This design comes from an exercise in tuning for a short achievable clock period and few clock cycles on the open sky130 flow, not from production work. RTL that was checked went through simulation tests only; none was proved equivalent to the original. Power is estimated from default activity; no workload was simulated.

==> flow/design.v (excerpt) <==
module pipelined_cpu(
    input clk,
    input rst_n,
    output [15:0]imem_addr,
    input [31:0]imem_rdata,
    output [15:0]dmem_addr,
    output dmem_we,
    output [31:0]dmem_wdata,
    input [31:0]dmem_rdata,
    output debug_wb_have_inst,
    output [31:0]debug_wb_pc,
    output debug_wb_ena,
    output [4:0]debug_wb_reg,
    output [31:0]debug_wb_value
    );
Settings: LEC_CHECK=0, CAP_MARGIN=20, CORE_MARGIN=2, CORE_UTILIZATION=40, SETUP_SLACK_MARGIN=5, SLEW_MARGIN=20; clock period 9.0 ns.
run.sh (not shown) runs the stock make flow with config.mk's settings and CLKGATE_MAP_FILE= SYNTH_SCRIPT=/design/flow/synth_recipe.tcl, a recipe that flattens the netlist after the stock synthesis.
Next try:
==> flow/flow/run.sh (new file) <==
#!/bin/bash
# Standard layout, with timing repair aimed at a tighter setup margin.
set -euo pipefail
bash standard.sh SETUP_SLACK_MARGIN=6.5 finish > standard_flow.log 2>&1
==> flow/standard.sh (new file) <==
#!/bin/bash
# synth_recipe.tcl (not shown) runs the flow's synth.tcl, then flattens the netlist and writes it again
# the make line also repeats each setting of config.mk as NAME=value (left out here)
make -C /OpenROAD-flow-scripts/flow DESIGN_CONFIG=/design/flow/config.mk WORK_HOME=/design/flow/orfs CLKGATE_MAP_FILE= SYNTH_SCRIPT=/design/flow/synth_recipe.tcl "${@:-finish}"
Settings changed: SETUP_SLACK_MARGIN 5 to not set.
removed: flow/run.sh
Routed wire length goes up by 14%. Via count goes up by 9.3%. Count of clock-buffer cells in the layout goes up by 6. Sequential cell count does not change. Sequential power hardly moves. Setup slack is better by 0.0082 ns. Maximum frequency barely changes. Cell area goes up by about 12%. Power goes up by about 4.6%. Non-clock buffer count goes up by 629. Hold slack is worse by 0.011 ns.
Function was not checked in any run of this note: the RTL went through the layout flow alone.

## build 54
pipelined_cpu, a different RTL version from the one above (not shown whole).
Size: about 2,300 flip-flops, roughly 200 I/O pins, ~120,000 µm² of cells after synthesis.
export LEC_CHECK = 0
export CAP_MARGIN = 20
export CORE_MARGIN = 2
export CORE_UTILIZATION = 40
export SLEW_MARGIN = 20
create_clock -name core_clock -period 9.0 [get_ports {clk}]
standard.sh (not shown) runs the stock make flow with config.mk's settings and CLKGATE_MAP_FILE= SYNTH_SCRIPT=/design/flow/synth_recipe.tcl, a recipe that flattens the netlist after the stock synthesis.
==> flow/flow/run.sh <==
#!/bin/bash
# Standard layout with three changes, all in how the layout is made:
#  - ABC maps the logic against a delay target (flow/abc_speed.script replaces ORFS's);
#  - timing repair aims at a tighter setup margin;
#  - each timing repair runs a second time, to continue from where the first stopped.
# Everything else is ORFS's own scripts, copied unchanged.
set -euo pipefail
rm -rf scripts_mod
cp -r "$FLOW_HOME/scripts" scripts_mod
cp flow/abc_speed.script scripts_mod/abc_speed.script
sed -i '0,/^  log_cmd repair_timing {\*}\$additional_args$/s//  log_cmd repair_timing {*}$additional_args\n  log_cmd repair_timing {*}$additional_args/' scripts_mod/util.tcl
bash standard.sh SCRIPTS_DIR="$PWD/scripts_mod" SETUP_SLACK_MARGIN=6.5 finish > standard_flow.log 2>&1
==> flow/flow/abc_speed.script <==
strash
dch -f
map -D 1500
buffer -p
upsize -D 1500
dnsize -D 1500
stime -p
Testbench counts of build 54, summed over its fixed seeds: cycles 87,239.
> inputs changed (build 54 -> build 85)
- CAP_MARGIN: 20 -> 40
- CORE_UTILIZATION: 40 -> 35
- PLACE_DENSITY: unset -> 0.65
- SLEW_MARGIN: 20 -> 40
Going from build 54 to build 85, vias after detailed routing grows by about 2.2%.
Setup slack: build 85 > build 54
Build 85 — clock period minus final worst setup slack 0.076 ns lower, build 54 as reference
Setup changes, build 85 to build 22
- PLACE_DENSITY no longer set, was 0.65
-- flow/flow/run.sh --
<<< build 85, line 11
sed -i '0,/^  log_cmd repair_timing {\*}\$additional_args$/s//  log_cmd repair_timing {*}$additional_args\n  log_cmd repair_timing {*}$additional_args/' scripts_mod/util.tcl
bash standard.sh SCRIPTS_DIR="$PWD/scripts_mod" SETUP_SLACK_MARGIN=6.5 finish > standard_flow.log 2>&1
>>> build 22, line 11
sed -i '0,/^  log_cmd repair_timing {\*}\$additional_args$/s//  log_cmd repair_timing {*}$additional_args\n  log_cmd repair_timing {*}$additional_args/' scripts_mod/util.tcl
bash standard.sh SCRIPTS_DIR="$PWD/scripts_mod" SETUP_SLACK_MARGIN=5.8 finish > standard_flow.log 2>&1
### Flow results
Build 22 — count of clock buffers in the final design about 1.4% lower, build 85 as reference
Looking at data required time of the worst path, build 22 sits 0.05 ns lower than build 85 does.
[build 22] area fraction of clock buffers and clock inverters rose 0.17 points relative to build 85
Routed wire length on build 22 is down relative to build 85.
When the final numbers for build 22 and build 85 were put side by side, the overall global routing resource usage turned out to be smaller in build 22.
Critical path depth, build 22 and build 85: higher on build 85
Going from build 85 to build 22, total power decreased about 3%; first-pass GRT wire length decreased about 4%; total clock buffers created by CTS increased 1.

## afterwards: timing with drivers on the ports
The results above use ideal ports. As a check the final layouts listed here were re-extracted and re-timed, cells and wires unchanged. Step 1: set_driving_cell puts a clkbuf_16 on clk and a buf_2 on each other input, an assumption about the parent block. Step 2, shift: input delay + t, output delay - t, t = (earliest + latest rising clock arrival at the registers) / 2. This alone moves slack from input paths to output paths. Slacks: no drivers / after step 1 / after step 2; pairs: no drivers / after step 1.
run	t (ns)	setup WS [ns]	worst setup path after step 2	clock arrival spread, ns	worst data-port slew with drivers (ns)
the first run of note 1	0.936	4.992 / 4.951 / 4.025	input to register	0.096 / 0.096	0.21
the second run of note 1	0.932	5.000 / 5.000 / 4.219	input to register	0.119 / 0.120	0.59
build 54	1.007	5.429 / 5.273 / 4.266	input to register	0.091 / 0.092	0.39
build 85	1.059	5.505 / 5.311 / 4.251	input to register	0.111 / 0.111	0.42
build 22	1.047	5.406 / 5.219 / 4.172	input to register	0.082 / 0.083	0.59
After both steps setup and hold are still met in every run listed. The setup slack of build 85, which loses most, moves by -0.194 ns with the drivers and by -1.254 ns with both steps.
